Context: an optimization exercise on an open-source flow, tuned for small area, a short achievable clock period and few clock cycles per item. The choices shown serve that exercise and are no tape-out recipe. Function was not checked in any run shown here: the RTL went through the layout flow alone. Power and IR drop assume default switching activity.

===== flow/config.mk =====
export PLATFORM = sky130hd
export DESIGN_NAME = ELA
export DESIGN_NICKNAME = ELA
export VERILOG_FILES = /design/flow/design.v
export SDC_FILE = /design/flow/constraint.sdc
export NUM_CORES = 4
export LEC_CHECK = 0
export CAP_MARGIN = 20
export CORE_MARGIN = 2
export CORE_UTILIZATION = 70
export SETUP_SLACK_MARGIN = 3.2
export SLEW_MARGIN = 20
export TNS_END_PERCENT = 20

===== flow/constraint.sdc =====
create_clock -name core_clock -period 5.5 [get_ports {clk}]
set_input_delay 1.1000 -clock core_clock [delete_from_list [all_inputs] [get_ports {clk}]]
set_output_delay 1.1000 -clock core_clock [all_outputs]
set_load 0.01 [all_outputs]

===== flow/design.v =====
`timescale 1ns/10ps
module ELA(clk, rst, in_data, data_rd, req, wen, addr, data_wr, done);
	input				clk;
	input				rst;
	input		[7:0]	in_data;
	input		[7:0]	data_rd;
	output reg			req;
	output reg			wen;
	output reg	[9:0]	addr;
	output reg	[7:0]	data_wr;
	output reg			done;
reg				s_start;	 
reg				s_arr;		 
reg				s_rt;		 
reg				s_rb;		 
reg				s_w;		 
reg				s_fin;		 
reg		[3:0]	r;			 
reg				head;		 
reg				h0;			 
reg		[1:0]	sel_t2;		 
reg		[1:0]	sel_b1;		 
reg				go_int;		 
reg				row0_end;	 
reg				tail;		 
reg				edge_px;	 
reg		[7:0]	t0, t1, t2, b0, b1;
reg		[7:0]	dreg, sreg;	 
reg		[7:0]	best;		 
reg				cur_r;		 
wire	[4:0]	col = addr[4:0];
wire	[3:0]	rm1 = r - 4'd1;
always @(posedge clk or posedge rst) begin
	if (rst) begin
		s_start <= 1'b1;
		s_arr <= 1'b0;
		s_rt <= 1'b0;
		s_rb <= 1'b0;
		s_w <= 1'b0;
		s_fin <= 1'b0;
	end else begin
		s_start <= 1'b0;
		s_arr <= s_start || (s_arr && !go_int) || (tail && r != 4'd15);
		s_rt <= go_int || (s_w && !tail);
		s_rb <= s_rt;
		s_w <= s_rb;
		s_fin <= s_fin || (tail && r == 4'd15);
	end
end
always @(posedge clk) begin
	go_int <= s_arr && !req && (col == 5'd29) && (r != 4'd0);
	row0_end <= s_arr && !req && (col == 5'd29) && (r == 4'd0);
	tail <= s_rb && !head && (col == 5'd0);
	edge_px <= (s_w && col == 5'd31) || (s_rt && edge_px);
	sel_t2 <= {(s_arr && go_int) || (s_w && !tail), go_int || (s_w && !tail)};
	sel_b1 <= {s_rb && !s_arr, s_rb};
	done <= s_fin;
	req <= s_start || (row0_end) || (tail && r != 4'd15);
	if (s_start)
		r <= 4'd0;
	else if ((row0_end) || tail)
		r <= r + 4'd1;
	if (go_int)
		h0 <= 1'b1;
	else if (s_rb)
		h0 <= 1'b0;
	if (go_int)
		head <= 1'b1;
	else if (s_rb && col == 5'd1)
		head <= 1'b0;
	wen <= (s_arr && !go_int) || (s_rb && (!head || h0)) || tail;
end
reg		[4:0]	col_inc;
always @(*) begin
	if (s_rt)
		col_inc = 5'd0;
	else if (s_rb)
		col_inc = h0 ? 5'd31 : 5'd30;
	else if (s_w && !tail)
		col_inc = head ? 5'd2 : 5'd3;
	else if (go_int)
		col_inc = 5'd2;
	else
		col_inc = 5'd1;
end
always @(posedge clk) begin
	addr[4:0] <= (s_arr && req) ? 5'd0 : col + col_inc;
	addr[5] <= (s_rb && !h0) || tail;
	addr[9:6] <= ((s_arr && !go_int) || s_rt || (s_rb && h0)) ? r : rm1;
end
always @(posedge clk) begin
	if (s_rb) begin
		t0 <= data_rd;
		t1 <= t0;
		t2 <= t1;
	end
	if (s_w) begin
		b0 <= data_rd;
		b1 <= b0;
	end
end
wire	[7:0]	opa = {sel_t2[1] ? t2[7:4] : t0[7:4], sel_t2[0] ? t2[3:0] : t0[3:0]};
wire	[7:0]	opb = {sel_b1[1] ? b1[7:4] : b0[7:4], sel_b1[0] ? b1[3:0] : b0[3:0]};
reg		[7:0]	dg, dp, dG, dP;
reg		[7:0]	sg, sp, sG, sP;
reg		[7:0]	absd, avg;
integer			i, k;
always @(*) begin
	dg = opa & ~opb;
	dp = opa ^ ~opb;
	sg = opa & opb;
	sp = opa ^ opb;
	dG = dg;
	dP = dp;
	sG = sg;
	sP = sp;
	for (k = 1; k < 8; k = k * 2) begin
		for (i = 7; i >= k; i = i - 1) begin
			dG[i] = dG[i] | (dP[i] & dG[i-k]);
			dP[i] = dP[i] & dP[i-k];
			sG[i] = sG[i] | (sP[i] & sG[i-k]);
			sP[i] = sP[i] & sP[i-k];
		end
	end
	absd[0] = dp[0] ^ 1'b1;
	for (i = 1; i < 8; i = i + 1)
		absd[i] = dp[i] ^ (dG[i-1] | dP[i-1]);
	if (!(dG[7] | dP[7])) begin
		absd[0] = ~dp[0];
		for (i = 1; i < 8; i = i + 1)
			absd[i] = ~(dp[i] ^ dG[i-1]);
	end
	for (i = 1; i < 8; i = i + 1)
		avg[i-1] = sp[i] ^ sG[i-1];
	avg[7] = sG[7];
end
always @(posedge clk) begin
	dreg <= absd;
	sreg <= avg;
end
wire			cin = s_rb && cur_r;
reg		[7:0]	cG, cP;
always @(*) begin
	cG = best & ~dreg;
	cP = best ^ ~dreg;
	for (k = 1; k < 8; k = k * 2)
		for (i = 7; i >= k; i = i - 1) begin
			cG[i] = cG[i] | (cP[i] & cG[i-k]);
			cP[i] = cP[i] & cP[i-k];
		end
end
wire			win = cG[7] | (cP[7] & cin);
always @(posedge clk) begin
	if (s_w || (s_rt && !edge_px && !h0 && win)) begin
		best <= dreg;
		cur_r <= s_rt;
	end
	if (s_arr)
		data_wr <= in_data;
	else if (s_w || ((s_rt || s_rb) && !edge_px && !h0 && win))
		data_wr <= sreg;
end
endmodule

===== flow/flow/run.sh =====
#!/bin/bash
# Standard layout, with the port buffers made from buf_2 cells instead of
# the delay buffers buffer_ports picks by default.
set -euo pipefail
export BUFFER_PORTS_ARGS="-buffer_cell sky130_fd_sc_hd__buf_2"
bash standard.sh > standard.log 2>&1

===== flow/standard.sh =====
#!/bin/bash
# synth_recipe.tcl (not shown) runs the flow's synth.tcl, then flattens the netlist and writes it again
# the make line also repeats each setting of config.mk as NAME=value (left out here)
make -C /OpenROAD-flow-scripts/flow DESIGN_CONFIG=/design/flow/config.mk WORK_HOME=/design/flow/orfs CLKGATE_MAP_FILE= SYNTH_SCRIPT=/design/flow/synth_recipe.tcl "${@:-finish}"

==> impl_metrics.py, run 1 <==
metrics = {
    "run_status": {
        "outcome": "timing/DRC/antenna clean",
    },
    "place": {
        "dpl_cell_area_um2": 4880,
        "dp_hpwl_mm": 5.79,
        "io_buffer_count": 38,
        "gp_congestion": 0.888,
        "dp.cells": 478,
    },
    "finish": {
        "layout-area-overhead-vs-synth_pct": 14.9,
        "multi_input_area_um2": 1890,
        "design_area_um2": 5360,
        "fin_nets": 480,
        "diodes": 0,
        "layout.cells.non_filler": 510,
        "drive_gt1_frac": 0.275,
        "area.sequential_um2": 2740,
        "nFillCells": 337,
    },
    "run": {
        "maxCapViolations": 0,
    },
    "floorplan": {
        "core-area_um2": 6390,
        "die_w_um": 85.6,
        "start_util": 0.730,
        "num_rows": 29,
        "io_pins": 39,
        "die_h_um": 85.6,
        "dieArea_um2": 7330,
    },
    "pwr": {
        "p_leak_nw": 2.20,
        "vdd_drop_max_uv": 306,
        "p_per_area_nw_per_um2": 249,
    },
    "global_route": {
        "track_usage": 0.247,
        "grt_pass1_wl_mm": 13.6,
        "grt_max_degree": 39,
        "antenna_found_initial": 0,
        "grt_pass1_vias": 2810,
        "grt_overflow": 0,
    },
    "routing": {
        "ant_nets": 0,
        "via_per_inst": 5.75,
        "routed_wl_mm": 8.98,
        "first_iter_violations": 225,
        "drc": 0,
        "dr.pass1.iters": 4,
        "wl_per_cell_um": 17.6,
        "vias": 2932,
    },
    "logic_synthesis": {
        "ys_seq_area_frac": 0.584,
        "synth_seq_cells": 106,
        "synthArstFlopShare": 0.0566,
        "syn_area_per_cell_um2": 12.4,
        "syn-num-nets": 427,
        "yosys_most_used_dff": "edfxtp_1",
        "synthDistinctLibCells": 52,
        "synth-edff-count": 57,
        "synthesis.area_um2": 4660,
        "syn_inst": 375,
        "synth-warning-count": 1,
    },
    "worst_hold_path": {
        "hp-class": "reg2reg",
    },
    "sta": {
        "slew_viol_final": 0,
        "finalHoldViolations": 0,
        "setup_tns_ps": 0,
        "fin_skew_ps": 13.7,
        "rsz0062_at_grt": "true",
        "slew_headroom": 0.526,
        "fin_crit_sh": 0.437,
        "setup_viol": 0,
        "worstMarginPinSlew_ps": 711,
        "fmax_mhz": 416,
        "period_minus_slack_ps": 2410,
    },
    "cts": {
        "cts_buffers": 9,
        "cts_tree": "yes",
        "clock_path_buffers": 2,
        "cts_root_buf": "clkbuf_8",
        "htree_levels": 3,
        "clkTransAtPathRegs_ps": 100,
        "clkSinkCount": 106,
        "clk-insertion-delay-late_ps": 370,
        "cts_hold_buf": 0,
    },
    "worst_setup_path": {
        "cp-end-kind": "flip-flop",
        "path_class": "reg2reg",
        "cp.required_ps": 5800,
        "path_max_fanout": 4,
        "cp-start-kind": "flip-flop",
        "arrival_ps": 2700,
    },
}
report_power, final:
group / switching [mW] / total, mW / internal (mW) / leakage (nW)
registers: 0.00478 / 0.838 / 0.833 / 0.954
logic: 0.0138 / 0.0276 / 0.0138 / 1.16
clock network: 0.257 / 0.471 / 0.214 / 0.0906
cell usage after synthesis, drive strengths merged, types with 12 or more instances:
cell type,number,area share
mux2,14,0.034
nor2,17,0.014
inv,34,0.027
ha,31,0.083
edfxtp,57,0.37
a21oi,27,0.032
mux2i,15,0.032
o21ai,12,0.014
dfxtp,43,0.18
xnor2,14,0.026
nand2,16,0.013
placed cells by master, fill, tap and decap left out, types with 3 or more instances in the layout:
cell and n:
edfxtp_1 57, dfxtp_1 40, buf_2 38, inv_1 30, a21oi_1 25, ha_1 23, nor2_1 17, nand2_1 16
buf_4 15, mux2_2 14, xnor2_1 14, mux2i_1 10, clkbuf_8 9, nand2b_1 8, o21ai_0 8, nand3_1 7
xor2_1 7, a21o_1 6, nor2b_1 5, ha_4 5, inv_2 4, nor3_1 4, mux2i_4 3, a21boi_0 3
o22ai_1 3, nand4_1 3, fa_2 3, ha_2 3, dfrtp_1 3
worst paths after layout:
check	cells after the start	slack (ps)	endpoint	from
max	9	3090	sreg[5]$_DFF_P_	sel_b1[0]$_DFF_P_
min	0	400	done$_DFF_P_	s_fin$_DFF_PP0_
max reg2reg	9	3090	sreg[5]$_DFF_P_	sel_b1[0]$_DFF_P_
min reg2reg	0	400	done$_DFF_P_	s_fin$_DFF_PP0_
max in group asynchronous	2	4620	s_start$_DFF_PP1_	rst
min in group asynchronous	2	620	s_fin$_DFF_PP0_	rst
cell type report:
| type | instances | share of cell area |
|---|---|---|
| sequential | 106 | 0.511 |
| inverter | 34 | 0.0238 |
| clock buffer | 11 | 0.0245 |
| clock inverter | 5 | 0.0117 |
| tap | 77 | 0.0180 |
| multi-input combinational | 223 | 0.352 |
| timing repair buffer | 54 | 0.0593 |
logic make-up after synthesis:
logic type,Yosys count,synth area share
adder cells (fa/ha/maj),34,0.0960
other,1,0.000804
XOR/XNOR,21,0.0394
flip-flops,106,0.584
buffers and inverters,46,0.0435
AO/OA/AOI/OAI,67,0.0936
AND/OR/NAND/NOR,71,0.0767
multiplexers,29,0.0660
per-stage QoR:
stage          power, mW  utilization  worst slack [ps]  hold WS [ps]
2_1_floorplan      0.869            -              3150           349
3_3_place_gp       0.883        0.764              2820           364
3_5_place_dp       0.884        0.764              2670           371
4_1_cts             1.34        0.811              3110           395
5_1_grt             1.38        0.840              3020           403
6_report            1.34        0.840              3090           402
critical path, cell delays in order (launching register included):
cell and delay [ps]:
dfxtp_4 410, mux2i_4 270, inv_1 110, ha_1 220, fa_2 370, nand2b_1 110
a21oi_1 100, o21ba_2 230, or4_1 400, nand3_1 120
what timing repair did:
action / CTS / global route
cloned: 0 / 0
endpoints found under the setup margin: 31 / 29
resized for setup: 20 / 20
setup buffers: 5 / 11
pin swaps: 1 / 5
routing by layer:
| layer | vias up | share of wire | global-route usage |
|---|---|---|---|
| met2 | 104 | 0.53 | 0.438 |
| met5 | - | 0 | 0 |
| met4 | 0 | 0.011 | 0.0592 |
| met3 | 10 | 0.058 | 0.0722 |
| met1 | 1405 | 0.40 | 0.300 |
| li1 | 1413 | - | - |
sequential cells by signal, indices dropped and copies added, names as in the netlist, 2 cells and up:
signal	count
b0	8
addr	10
dreg	8
sreg	8
sel_b1	2
data_wr	8
sel_t2	2
t1	8
r	4
b1	8
best	8
t2	8
t0	8
==> run 2, diff against run 1 <==
==> flow/flow/run.sh (replaced) <==
#!/bin/bash
# Standard layout with two changes: the port buffers are buf_2 cells instead
# of the delay buffers buffer_ports picks by default, and clock tree
# synthesis runs with the arguments below (no dummy loads).
set -euo pipefail
export BUFFER_PORTS_ARGS="-buffer_cell sky130_fd_sc_hd__buf_2"
export CTS_ARGS="-sink_clustering_enable -repair_clock_nets -dont_use_dummy_load"
bash standard.sh > standard.log 2>&1
--- a/flow/config.mk
+++ b/flow/config.mk
@@ -8,6 +8,6 @@
 export CAP_MARGIN = 20
 export CORE_MARGIN = 2
 export CORE_UTILIZATION = 70
-export SETUP_SLACK_MARGIN = 3.2
+export SETUP_SLACK_MARGIN = 3.4
 export SLEW_MARGIN = 20
-export TNS_END_PERCENT = 20
+export TNS_END_PERCENT = 5
==> impl_metrics.py, run 2 <==
metrics = {
    "cts": {
        "cts_root_buf": "clkbuf_8",
        "cts_tree": "yes",
        "cts_hold_buf": 0,
        "cts_buffers": 9,
        "clk-insertion-delay-late_ps": 370,
        "clkTransAtPathRegs_ps": 90,
        "clock_path_buffers": 2,
        "htree_levels": 3,
        "clkSinkCount": 106,
    },
    "worst_setup_path": {
        "path_max_fanout": 5,
        "cp-end-kind": "flip-flop",
        "path_class": "reg2reg",
        "cp.required_ps": 5770,
        "arrival_ps": 2700,
        "cp-start-kind": "flip-flop",
    },
    "logic_synthesis": {
        "syn_area_per_cell_um2": 12.4,
        "synthTopCellsByCount": "57 x edfxtp_1, 43 x dfxtp_1, 34 x inv_1, 31 x ha_1, 25 x a21oi_1",
        "synth_area_leaders": "edfxtp_1 37%, dfxtp_1 18%, ha_1 8.3%",
        "synth.most_common_cell": "edfxtp_1",
        "synth_top_area_cell": "edfxtp_1",
        "syn-num-nets": 427,
        "synth_top_cell_area_share": 0.367,
        "synthesis.area_um2": 4660,
        "synth-warning-count": 1,
        "syn_inst": 375,
        "synth_seq_cells": 106,
        "synthDistinctLibCells": 52,
        "yosys_most_used_dff": "edfxtp_1",
        "synth-edff-count": 57,
        "synthArstFlopShare": 0.0566,
        "ys_seq_area_frac": 0.584,
    },
    "sta": {
        "setup_viol": 0,
        "fin_crit_sh": 0.440,
        "finalHoldViolations": 0,
        "fmax_mhz": 413,
        "period_minus_slack_ps": 2420,
        "setup_tns_ps": 0,
        "finalWorstSetupSlack_ps": 3080,
        "fin_skew_ps": 27.9,
        "slew_headroom": 0.530,
        "rsz0062_at_grt": "true",
        "worstMarginPinSlew_ps": 701,
        "slew_viol_final": 0,
    },
    "finish": {
        "regMostFlops": "addr",
        "final_common_cell": "edfxtp_1",
        "mostFrequentLayoutCells": "57 x edfxtp_1, 40 x dfxtp_1, 38 x buf_2, 34 x inv_1, 24 x a21oi_1",
        "layout-area-overhead-vs-synth_pct": 12.3,
        "drive_gt1_frac": 0.251,
        "fin_nets": 476,
        "diodes": 0,
        "largest_reg_flops": 10,
        "nFillCells": 369,
    },
    "routing": {
        "via_per_inst": 5.73,
        "routed_wl_mm": 8.62,
        "dr.pass1.iters": 4,
        "drc": 0,
        "ant_nets": 0,
        "first_iter_violations": 148,
        "vias": 2861,
        "wl_per_cell_um": 17.3,
    },
    "place": {
        "dp_slack_ps": 2670,
        "gp_congestion": 0.888,
        "dp_hpwl_mm": 5.79,
        "io_buffer_count": 38,
    },
    "floorplan": {
        "start_util": 0.730,
        "die_w_um": 85.6,
        "io_pins": 39,
        "die_h_um": 85.6,
        "core-area_um2": 6390,
        "dieArea_um2": 7330,
        "num_rows": 29,
    },
    "pwr": {
        "p_leak_nw": 2.15,
        "p_per_area_nw_per_um2": 235,
        "vdd_drop_max_uv": 295,
    },
    "run_status": {
        "outcome": "timing/DRC/antenna clean",
    },
    "global_route": {
        "grt_overflow": 0,
        "antenna_found_initial": 0,
        "grt_pass1_wl_mm": 14.0,
        "track_usage": 0.254,
        "grt_max_degree": 39,
        "grt_pass1_vias": 2859,
    },
    "worst_hold_path": {
        "hp-class": "reg2reg",
    },
    "run": {
        "maxCapViolations": 0,
    },
}
-- run 2: through the flow --
step / utilization / hold WS (ps) / power [mW] / area [µm²] / instances
2_1_floorplan: - / 349 / 0.869 / 4680 / 375
3_3_place_gp: 0.764 / 364 / 0.883 / 4880 / 478
3_5_place_dp: 0.764 / 371 / 0.884 / 4880 / 478
4_1_cts: 0.819 / 395 / 1.24 / 5230 / 498
5_1_grt: 0.820 / 402 / 1.27 / 5240 / 499
6_report: 0.820 / 397 / 1.23 / 5240 / 499
-- run 2: critical path, cell delays in order, from the launching register on --
cell      delay (ps)
dfxtp_4          400
mux2i_4          250
ha_2             210
inv_1             60
fa_2             370
nand3b_1         260
a31oi_4          220
or2_4            200
mux2i_2          240
xnor2_1          130
-- run 2: layer usage --
layer	wire, µm	vias to the layer above	share of wire	global-route usage
li1	-	1398	-	-
met1	3640	1382	0.42	0.305
met5	0	-	0	0
met2	4480	72	0.52	0.449
met3	397	9	0.046	0.0722
met4	105	0	0.012	0.0678
-- run 2: final timing paths --
path / start / endpoint / slack [ps] / depth (start not counted)
worst min-delay path: s_fin$_DFF_PP0_ / done$_DFF_P_ / 400 / 0
worst max register to register: sel_b1[0]$_DFF_P_ / dreg[3]$_DFF_P_ / 3080 / 9
min in group asynchronous: rst / s_fin$_DFF_PP0_ / 630 / 2
worst max-delay path: sel_b1[0]$_DFF_P_ / dreg[3]$_DFF_P_ / 3080 / 9
max in group asynchronous: rst / s_start$_DFF_PP1_ / 4620 / 2
worst min register to register: s_fin$_DFF_PP0_ / done$_DFF_P_ / 400 / 0
-- run 2: layout make-up --
class                   count  area, µm²  area share
well taps                  77       96.3      0.0184
inverters                  34        128      0.0244
repair buffers             50        280      0.0535
multi-input cells         223       1870       0.357
flip-flops and latches    106       2740       0.523
clock buffers               9        124      0.0237
-- run 2: what timing repair did --
item / in CTS / in global routing
buffers inserted: 11 / 1
gates resized for setup: 32 / 1
pin swaps: 5 / 0
setup endpoints to repair: 36 / 36
-- run 2: power breakdown --
part	internal, mW	total [mW]	switching (mW)
registers	0.833	0.838	0.00480
logic	0.0136	0.0271	0.0135
clock network	0.147	0.367	0.220
total	0.994	1.23	0.238
-- run 2: kinds of logic after synthesis --
kind of cell	synth area share
xor gates and xnor gates	0.0394
other	0.000804
and+or+nand+nor	0.0767
adders and majority gates	0.0960
AOI/OAI and AO/OA	0.0936
muxes	0.0660
DFF	0.584
buffers and inverters	0.0435
==> run 3, diff against run 2 <==
==> flow/flow/run.sh (replaced) <==
#!/bin/bash
# Standard layout with these changes: synthesis leaves adders to abc as plain
# gates (no full/half adder cells), the port buffers are buf_2 cells instead
# of the delay buffers buffer_ports picks by default.
set -euo pipefail
export BUFFER_PORTS_ARGS="-buffer_cell sky130_fd_sc_hd__buf_2"

bash standard.sh ADDER_MAP_FILE= finish > standard.log 2>&1
==> impl_metrics.py, run 3 <==
metrics = {
    "logic_synthesis": {
        "synthArstFlopShare": 0.0566,
        "synth_compound_area_frac": 0.0880,
        "synth-simple-area-share": 0.102,
        "syn-num-nets": 374,
        "synth_top_area_cell": "edfxtp_1",
        "synthTopCellsByCount": "57 x edfxtp_1, 43 x dfxtp_1, 26 x nand2_1, 19 x nor2_1, 18 x mux2_2",
        "synth.most_common_cell": "edfxtp_1",
        "ys_seq_area_frac": 0.602,
        "synth_fa_ha_area_frac": 0.0252,
        "synth_top_cell_area_share": 0.379,
        "yosys_most_used_dff": "edfxtp_1",
        "synthDistinctLibCells": 56,
        "synth_seq_cells": 106,
        "syn_inst": 356,
        "synth_top_family_by_area": "multiplexers",
        "yosys.area_share.xor_xnor": 0.0562,
        "synth_area_leaders": "edfxtp_1 38%, dfxtp_1 19%, mux2_2 4.5%",
        "syn_area_per_cell_um2": 12.7,
        "synthMuxAreaShare": 0.103,
        "synthesis.area_um2": 4520,
        "synth-warning-count": 1,
        "synth-edff-count": 57,
    },
    "finish": {
        "mostFrequentLayoutCells": "57 x edfxtp_1, 39 x dfxtp_1, 38 x buf_2, 25 x nand2_1, 19 x buf_4",
        "largest_reg_flops": 10,
        "final_common_cell": "edfxtp_1",
        "diodes": 0,
        "nFillCells": 326,
        "fin_nets": 438,
        "regMostFlops": "addr",
        "layout-area-overhead-vs-synth_pct": 18.8,
        "drive_gt1_frac": 0.341,
    },
    "floorplan": {
        "die_h_um": 84.4,
        "dieArea_um2": 7120,
        "core-area_um2": 6310,
        "die_w_um": 84.4,
        "num_rows": 29,
        "io_pins": 39,
        "start_util": 0.716,
    },
    "sta": {
        "period_minus_slack_ps": 2340,
        "fin_crit_sh": 0.426,
        "fin_skew_ps": 12.5,
        "worstMarginPinSlew_ps": 776,
        "rsz0062_at_grt": "true",
        "slew_headroom": 0.482,
        "fmax_mhz": 427,
        "finalHoldViolations": 0,
        "finalWorstSetupSlack_ps": 3160,
        "setup_tns_ps": 0,
        "setup_viol": 0,
        "slew_viol_final": 0,
    },
    "routing": {
        "wl_per_cell_um": 17.9,
        "dr.pass1.iters": 5,
        "drc": 0,
        "via_per_inst": 5.99,
        "ant_nets": 0,
        "routed_wl_mm": 8.98,
        "first_iter_violations": 205,
        "vias": 3007,
    },
    "worst_setup_path": {
        "r2r_slack_ps": 3160,
        "cp-start-kind": "flip-flop",
        "path_max_fanout": 5,
        "worstSetupEndpoint": "sreg[6]$_DFF_P_",
        "startpoint": "sel_t2[0]$_DFF_P_",
        "cp.required_ps": 5730,
        "r2r_start": "sel_t2[0]$_DFF_P_",
        "r2r_end": "sreg[6]$_DFF_P_",
        "cp-end-kind": "flip-flop",
        "arrival_ps": 2580,
        "path_class": "reg2reg",
        "worstRegToRegCells": 8,
    },
    "global_route": {
        "use_met2": 0.397,
        "grt_pass1_wl_mm": 13.3,
        "met3_usage": 0.0374,
        "track_usage": 0.241,
        "met1_usage": 0.331,
        "grt_max_degree": 22,
        "grt_pass1_vias": 2750,
        "busiest_layer": "met2",
        "antenna_found_initial": 0,
        "grt_overflow": 0,
    },
    "run_status": {
        "outcome": "timing/DRC/antenna clean",
    },
    "cts": {
        "cts_hold_buf": 0,
        "clk-insertion-delay-late_ps": 360,
        "clkTransAtPathRegs_ps": 100,
        "htree_levels": 3,
        "cts_root_buf": "clkbuf_8",
        "cts_buffers": 9,
        "clkSinkCount": 106,
        "clock_path_buffers": 2,
        "cts_tree": "yes",
    },
    "place": {
        "io_buffer_count": 38,
        "dp_hpwl_mm": 5.28,
        "dp_slack_ps": 2550,
        "gp_congestion": 0.799,
    },
    "pwr": {
        "power.share.combinational": 0.021,
        "p_leak_nw": 2.05,
        "vdd_drop_max_uv": 214,
        "swShare": 0.202,
        "power.net_switching_mw": 0.264,
        "power_frac_seq": 0.642,
        "power.internal_mw": 1.04,
        "clockPowerShare": 0.337,
        "p_per_area_nw_per_um2": 243,
    },
    "worst_hold_path": {
        "hp-class": "reg2reg",
        "hold_start": "s_fin$_DFF_PP0_",
    },
    "run": {
        "maxCapViolations": 0,
    },
}
[run 3: cell count changes in the layout (fill, tap and decap cells not counted), moves of 4 or more]
cell | previous run | this run
a21oi_1 | 24 | 9
mux2i_4 | 2 | 8
nand2_1 | 16 | 25
nor4_1 | 0 | 4
maj3_2 | 0 | 7
ha_1 | 23 | 0
ha_4 | 4 | 0
ha_2 | 4 | 0
xor2_1 | 7 | 12
inv_1 | 34 | 11
buf_4 | 12 | 19
buf_6 | 0 | 5
maj3_1 | 0 | 4
[run 3: cells by family after synthesis]
| group | count (synthesis) |
|---|---|
| fa+ha+maj | 11 |
| xor+xnor | 29 |
| flops | 106 |
| simple gates | 92 |
| mux | 39 |
| compound gates | 57 |
| buf+inv | 21 |
| other cells | 1 |
[run 3: power by group through the flow]
| stage | logic [mW] | clock network [mW] | registers, mW |
|---|---|---|---|
| floorplan | 0.0112 | 0 | 0.859 |
| global placement | 0.0267 | 0 | 0.857 |
| detailed placement | 0.0270 | 0 | 0.858 |
| CTS | 0.0272 | 0.448 | 0.837 |
| global route | 0.0297 | 0.477 | 0.839 |
| finish | 0.0272 | 0.439 | 0.838 |
[run 3: timing repair]
| action | 4_1_cts | 5_1_grt |
|---|---|---|
| resized for setup | 34 | 17 |
| endpoints found under the hold margin | 0 | 0 |
| pin swaps | 8 | 5 |
| endpoints found under the setup margin | 33 | 36 |
| setup buffers | 18 | 7 |
[run 3: metal layers]
| metal | part of all wire | routed length (µm) | vias to the layer above |
|---|---|---|---|
| li1 | - | - | 1433 |
| met1 | 0.44 | 3960 | 1455 |
| met2 | 0.50 | 4460 | 103 |
| met3 | 0.044 | 393 | 16 |
| met4 | 0.018 | 162 | 0 |
| met5 | 0 | 0 | - |
[run 3: cell type report]
| cell class | count | area, µm² | share of cell area |
|---|---|---|---|
| multi-input cells | 229 | 1900 | 0.353 |
| flip-flops and latches | 106 | 2750 | 0.511 |
| repair buffers | 63 | 404 | 0.0752 |
| clock buffers | 11 | 153 | 0.0284 |
| inverters | 11 | 41.3 | 0.00769 |
| clock inverters | 5 | 35.0 | 0.00652 |
| well taps | 77 | 96.3 | 0.0179 |
[run 3: per-stage QoR]
stage                     area, µm²  std cells  total power [mW]  hold WS (ps)   util
after detailed placement       4750        461             0.885           381  0.753
after floorplan                4530        356             0.871           348      -
after CTS                      5230        495              1.31           423  0.828
final                          5370        502              1.30           425  0.851
after global placement         4750        461             0.884           362  0.753
after global routing           5370        502              1.35           438  0.851
[run 3: worst max-delay path, stage by stage, from the launching register on]
cell and delay [ps]:
dfxtp_4 400, mux2i_4 220, buf_4 160, nand2_1 90, a31oi_2 120, maj3_2 370, a221o_1 340, maj3_2 340
xor2_1 180
[run 3: worst min path at each step]
| stage | endpoint | slack [ps] | cells past startpoint |
|---|---|---|---|
| 6_report | done$_DFF_P_ | 430 | 0 |
| 5_1_grt | done$_DFF_P_ | 440 | 0 |
| 4_1_cts | done$_DFF_P_ | 420 | 0 |
| 3_5_place_dp | done$_DFF_P_ | 380 | 0 |
| 3_3_place_gp | done$_DFF_P_ | 360 | 0 |
| 2_1_floorplan | done$_DFF_P_ | 350 | 0 |

[static timing again, ports no longer ideal]
Ports are ideal in the flow. The routed layouts listed here were re-timed in OpenROAD. Step 1, drivers: a clkbuf_16 drives clk and a buf_2 each remaining input, both assumed. Step 2 adds t to the input delays and takes it off the output delays; t is the mean of the earliest and latest rising clock arrival at the registers after step 1. Input paths then give back, and output paths get back, about the clock's delay inside the block. a / b / c = ideal ports / drivers / drivers and shift; a / b = the first two.
run | t, ns | slack for setup (ns) | clock arrival spread, ns
run 1 | 0.390 | 3.095 / 3.095 / 3.095 | 0.014 / 0.014
run 2 | 0.384 | 3.078 / 3.078 / 3.078 | 0.028 / 0.028
run 3 | 0.387 | 3.156 / 3.156 / 3.156 | 0.013 / 0.013
After both steps every run listed still meets setup and hold.
